This is an optimization exercise on Yosys and OpenROAD, whose aim is small area, not a production implementation.
In this exercise RTL edits were held to simulation tests only and were not proved equivalent to the original.
Power and IR drop assume default switching activity.

// axi_regs
module axi_regs #(
    parameter AXI_ADDR_WIDTH = 32,  
    parameter logic [31:0] BASEADDR = 32'h00000000  
    ) (
    input  wire                      axi_aclk,
    input  wire                      axi_aresetn,
    input  wire [AXI_ADDR_WIDTH-1:0] s_axi_awaddr,
    input  wire [2:0]                s_axi_awprot,
    input  wire                      s_axi_awvalid,
    input  wire [7:0]                s_axi_awid,
    input  wire [7:0]                s_axi_awlen,
    input  wire [2:0]                s_axi_awsize,
    output wire                      s_axi_awready,
    input  wire [31:0]               s_axi_wdata,
    input  wire [3:0]                s_axi_wstrb,
    input  wire                      s_axi_wvalid,
    input  wire                      s_axi_wlast,
    output wire                      s_axi_wready,
    input  wire [AXI_ADDR_WIDTH-1:0] s_axi_araddr,
    input  wire [2:0]                s_axi_arprot,
    input  wire                      s_axi_arvalid,
    input  wire [7:0]                s_axi_arid,
    input  wire [7:0]                s_axi_arlen,
    input  wire [2:0]                s_axi_arsize,
    output wire                      s_axi_arready,
    output wire [31:0]               s_axi_rdata,
    output wire [1:0]                s_axi_rresp,
    output wire                      s_axi_rvalid,
    output wire [7:0]                s_axi_rid,
    output wire                      s_axi_rlast,
    input  wire                      s_axi_rready,
    output wire [1:0]                s_axi_bresp,
    output wire                      s_axi_bvalid,
    output wire [7:0]                s_axi_bid,
    input  wire                      s_axi_bready,
    output wire reg0_strobe,  
    output wire [31:0] reg0_value,  
    output wire reg1_strobe,  
    output wire [31:0] reg1_value,  
    output wire reg2_strobe,  
    output wire [31:0] reg2_value,  
    output wire reg3_strobe,  
    output wire [31:0] reg3_value,  
    output wire reg4_strobe,  
    input wire [31:0] reg4_value,  
    output wire reg5_strobe,  
    output wire [31:0] reg5_value,  
    input wire reg6_value_set,  
    output wire reg7_strobe,  
    output wire [31:0] reg7_value,  
    output wire reg8_strobe,  
    output wire [31:0] reg8_value,  
    output wire reg9_strobe,  
    output wire [31:0] reg9_value,  
    output wire reg10_strobe,  
    output wire [31:0] reg10_value,  
    output wire reg11_strobe,  
    output wire [31:0] reg11_value,  
    output wire reg12_strobe,  
    output wire [31:0] reg12_value,  
    output wire reg13_strobe,  
    output wire [31:0] reg13_value,  
    output wire reg14_strobe,  
    output wire [31:0] reg14_value,  
    output wire reg15_strobe,  
    output wire [31:0] reg15_value,  
    output wire reg16_strobe,  
    output wire [31:0] reg16_value,  
    output wire reg17_strobe,  
    output wire [31:0] reg17_value,  
    output wire reg18_strobe,  
    output wire [31:0] reg18_value,  
    output wire reg19_strobe,  
    output wire [31:0] reg19_value,  
    output wire reg20_strobe,  
    output wire [31:0] reg20_value,  
    output wire reg21_strobe,  
    output wire [31:0] reg21_value,  
    output wire reg22_strobe,  
    output wire [31:0] reg22_value,  
    output wire reg23_strobe,  
    output wire [31:0] reg23_value,  
    output wire reg24_strobe,  
    output wire [31:0] reg24_value,  
    output wire reg25_strobe,  
    output wire [31:0] reg25_value,  
    output wire reg26_strobe,  
    output wire [31:0] reg26_value,  
    output wire reg27_strobe,  
    output wire [31:0] reg27_value,  
    output wire reg28_strobe,  
    output wire [31:0] reg28_value,  
    output wire reg29_strobe,  
    output wire [31:0] reg29_value,  
    output wire reg30_strobe,  
    output wire [31:0] reg30_value,  
    output wire reg31_strobe,  
    output wire [31:0] reg31_value  
    );
export LEC_CHECK = 0
export CAP_MARGIN = 20
export CORE_MARGIN = 2
export CORE_UTILIZATION = 45
export PLACE_DENSITY = 0.6
export SLEW_MARGIN = 20
export SYNTH_HIERARCHICAL = 1
create_clock -name core_clock -period 5.0 [get_ports {axi_aclk}]
standard.sh (not shown) runs the stock make flow with config.mk's settings and CLKGATE_MAP_FILE= SYNTH_SCRIPT=/design/flow/synth_recipe.tcl, a recipe that flattens the netlist after the stock synthesis.
==> flow/flow/run.sh <==
#!/bin/bash
# The standard ORFS layout (standard.sh), with three changes in how the
# layout is built:
#  - port buffers use the smallest buffer cell (buf_1) instead of the
#    delay-buffer cell buffer_ports picks by default;
#  - CTS clusters more sinks per leaf buffer and adds no dummy loads;
#  - IO pins may sit one routing track apart, so the 1234 pins fit on a die
#    sized by CORE_UTILIZATION instead of a die sized by the pin count.
# All of standard.sh's output goes to standard.log here; ORFS's per-step logs
# are under orfs/logs/.
export BUFFER_PORTS_ARGS="-buffer_cell sky130_fd_sc_hd__buf_1"
export CTS_ARGS="-sink_clustering_enable -repair_clock_nets -dont_use_dummy_load -sink_clustering_size 16 -sink_clustering_max_diameter 100 -buf_list sky130_fd_sc_hd__clkbuf_8"
export PLACE_PINS_ARGS="-min_distance 1 -min_distance_in_tracks"
bash standard.sh > standard.log 2>&1
Rerun with:
--- a/flow/flow/run.sh
+++ b/flow/flow/run.sh
@@ -10,5 +10,5 @@
 # are under orfs/logs/.
 export BUFFER_PORTS_ARGS="-buffer_cell sky130_fd_sc_hd__buf_1"
-export CTS_ARGS="-sink_clustering_enable -repair_clock_nets -dont_use_dummy_load -sink_clustering_size 16 -sink_clustering_max_diameter 100 -buf_list sky130_fd_sc_hd__clkbuf_8"
+export CTS_ARGS="-sink_clustering_enable -repair_clock_nets -dont_use_dummy_load -sink_clustering_size 25 -sink_clustering_max_diameter 100"
 export PLACE_PINS_ARGS="-min_distance 1 -min_distance_in_tracks"
 bash standard.sh > standard.log 2>&1
- maximum frequency grows by 2.1%
- worst setup slack gets better by 93 ps
- critical path depth is unchanged
- synthesized cell count does not change
- synthesized area is unchanged
- power climbs by 1.8%
- wire length is lower by 0.49%
- combinational power barely changes
- final cell count drops by 0.59%
- cell area goes up by 0.33%
Rerun with:
==> flow/flow/run.sh (replaced) <==
#!/bin/bash
# The standard ORFS layout (standard.sh), with two changes in how the
# layout is built:
#  - port buffers use the smallest buffer cell (buf_1) instead of the
#    delay-buffer cell buffer_ports picks by default;
#  - CTS clusters more sinks per leaf buffer and adds no dummy loads.
export BUFFER_PORTS_ARGS="-buffer_cell sky130_fd_sc_hd__buf_1"
export CTS_ARGS="-sink_clustering_enable -repair_clock_nets -dont_use_dummy_load -sink_clustering_size 25 -sink_clustering_max_diameter 100"
bash standard.sh > standard.log 2>&1
--- a/flow/config.mk
+++ b/flow/config.mk
@@ -7,6 +7,6 @@
 export LEC_CHECK = 0
 export CAP_MARGIN = 20
-export CORE_MARGIN = 2
-export CORE_UTILIZATION = 45
+export CORE_AREA = 4 4 421 421
+export DIE_AREA = 0 0 425 425
 export PLACE_DENSITY = 0.6
 export SLEW_MARGIN = 20
The changed run went through all stages and came out clean.
Clock skew rose by 41 ps.
Sequential cell count stays the same.
Critical path depth is unchanged.
Cell area rose by 3.2%.
Worst setup slack gains 310 ps.
Power rose by 2.6%.
First-iteration DRC count rose by 8.8%.
Rerun with:
--- a/flow/flow/run.sh
+++ b/flow/flow/run.sh
@@ -7,3 +7,4 @@
 export BUFFER_PORTS_ARGS="-buffer_cell sky130_fd_sc_hd__buf_1"
 export CTS_ARGS="-sink_clustering_enable -repair_clock_nets -dont_use_dummy_load -sink_clustering_size 25 -sink_clustering_max_diameter 100"
+export PLACE_PINS_ARGS="-min_distance 1 -min_distance_in_tracks"
 bash standard.sh > standard.log 2>&1
--- a/flow/config.mk
+++ b/flow/config.mk
@@ -7,6 +7,6 @@
 export LEC_CHECK = 0
 export CAP_MARGIN = 20
-export CORE_AREA = 4 4 421 421
-export DIE_AREA = 0 0 425 425
+export CORE_MARGIN = 2
+export CORE_UTILIZATION = 45
 export PLACE_DENSITY = 0.6
 export SLEW_MARGIN = 20
Synthesized cell count is unchanged.
Power shrinks by 2.5%.
Cell count shrinks by 17%.
Core utilization grows by 25 points.
Combinational power grows by 39%.
Non-clock buffer count grows by 7.
Fmax shrinks by 6.9%.
Area after synthesis stays the same.
Worst setup slack got worse by 310 ps.
Wire length shrinks by 19%.
Rerun with:
==> flow/flow/run.sh (replaced) <==
#!/bin/bash
# The standard ORFS layout (standard.sh), with three changes in how the
# layout is built:
#  - port buffers use the smallest buffer cell (buf_1) instead of the
#    delay-buffer cell buffer_ports picks by default;
#  - CTS uses clkbuf_8 leaf buffers for up to 16 sinks each and adds no
#    dummy loads;
#  - IO pins may sit one routing track apart, so the 1234 pins fit on a die
#    sized by CORE_UTILIZATION instead of a die sized by the pin count.
# All of standard.sh's output goes to standard.log here; ORFS's per-step logs
# are under orfs/logs/.
export BUFFER_PORTS_ARGS="-buffer_cell sky130_fd_sc_hd__buf_1"
export CTS_ARGS="-sink_clustering_enable -repair_clock_nets -dont_use_dummy_load -sink_clustering_size 16 -sink_clustering_max_diameter 100 -buf_list sky130_fd_sc_hd__clkbuf_8"
export PLACE_PINS_ARGS="-min_distance 1 -min_distance_in_tracks"
bash standard.sh > standard.log 2>&1
Result: Routed wire length climbs by 0.49%; synthesized cell count stays the same; sequential cell count stays the same; total power came out lower by 1.8%; non-clock buffer count stays the same; die area stays the same; utilization goes down by 0.18 points; clock power falls by about 7%.

## what the ideal ports hide
In the flow no input, the clock included, has a driving cell. The finished layouts below were timed again as built, in two steps.
Step 1 assumes that a clkbuf_16 drives the clock port and a buf_2 every other input.
Step 2 moves the port delays by t, midway between the first and last clock arrival at a register: inputs arrive t later, outputs are due t later. That takes back most of the time a late clock gives input paths.
Three values: ideal, step 1, step 2; two values: the first two.
| run | t, ns | setup WS [ns] | worst setup path at the end | worst data-port slew with drivers (ns) | pins driven straight from the clock port |
|---|---|---|---|---|---|
| the first run | 0.816 | 0.479 / 0.409 / 0.875 | input to register | 0.27 | 1 |
| the second run | 0.696 | 0.572 / 0.503 / 0.842 | input to register | 0.29 | 1 |
| the third run | 0.749 | 0.879 / 0.793 / 0.703 | input to register | 0.24 | 1 |
| the fourth run | 0.696 | 0.572 / 0.503 / 0.842 | input to register | 0.29 | 1 |
| the fifth run | 0.816 | 0.479 / 0.409 / 0.875 | input to register | 0.27 | 1 |
After both steps every run listed still meets setup and hold. The setup slack of the third run, which loses most, moves by -0.086 ns with the drivers and by -0.176 ns with both steps.
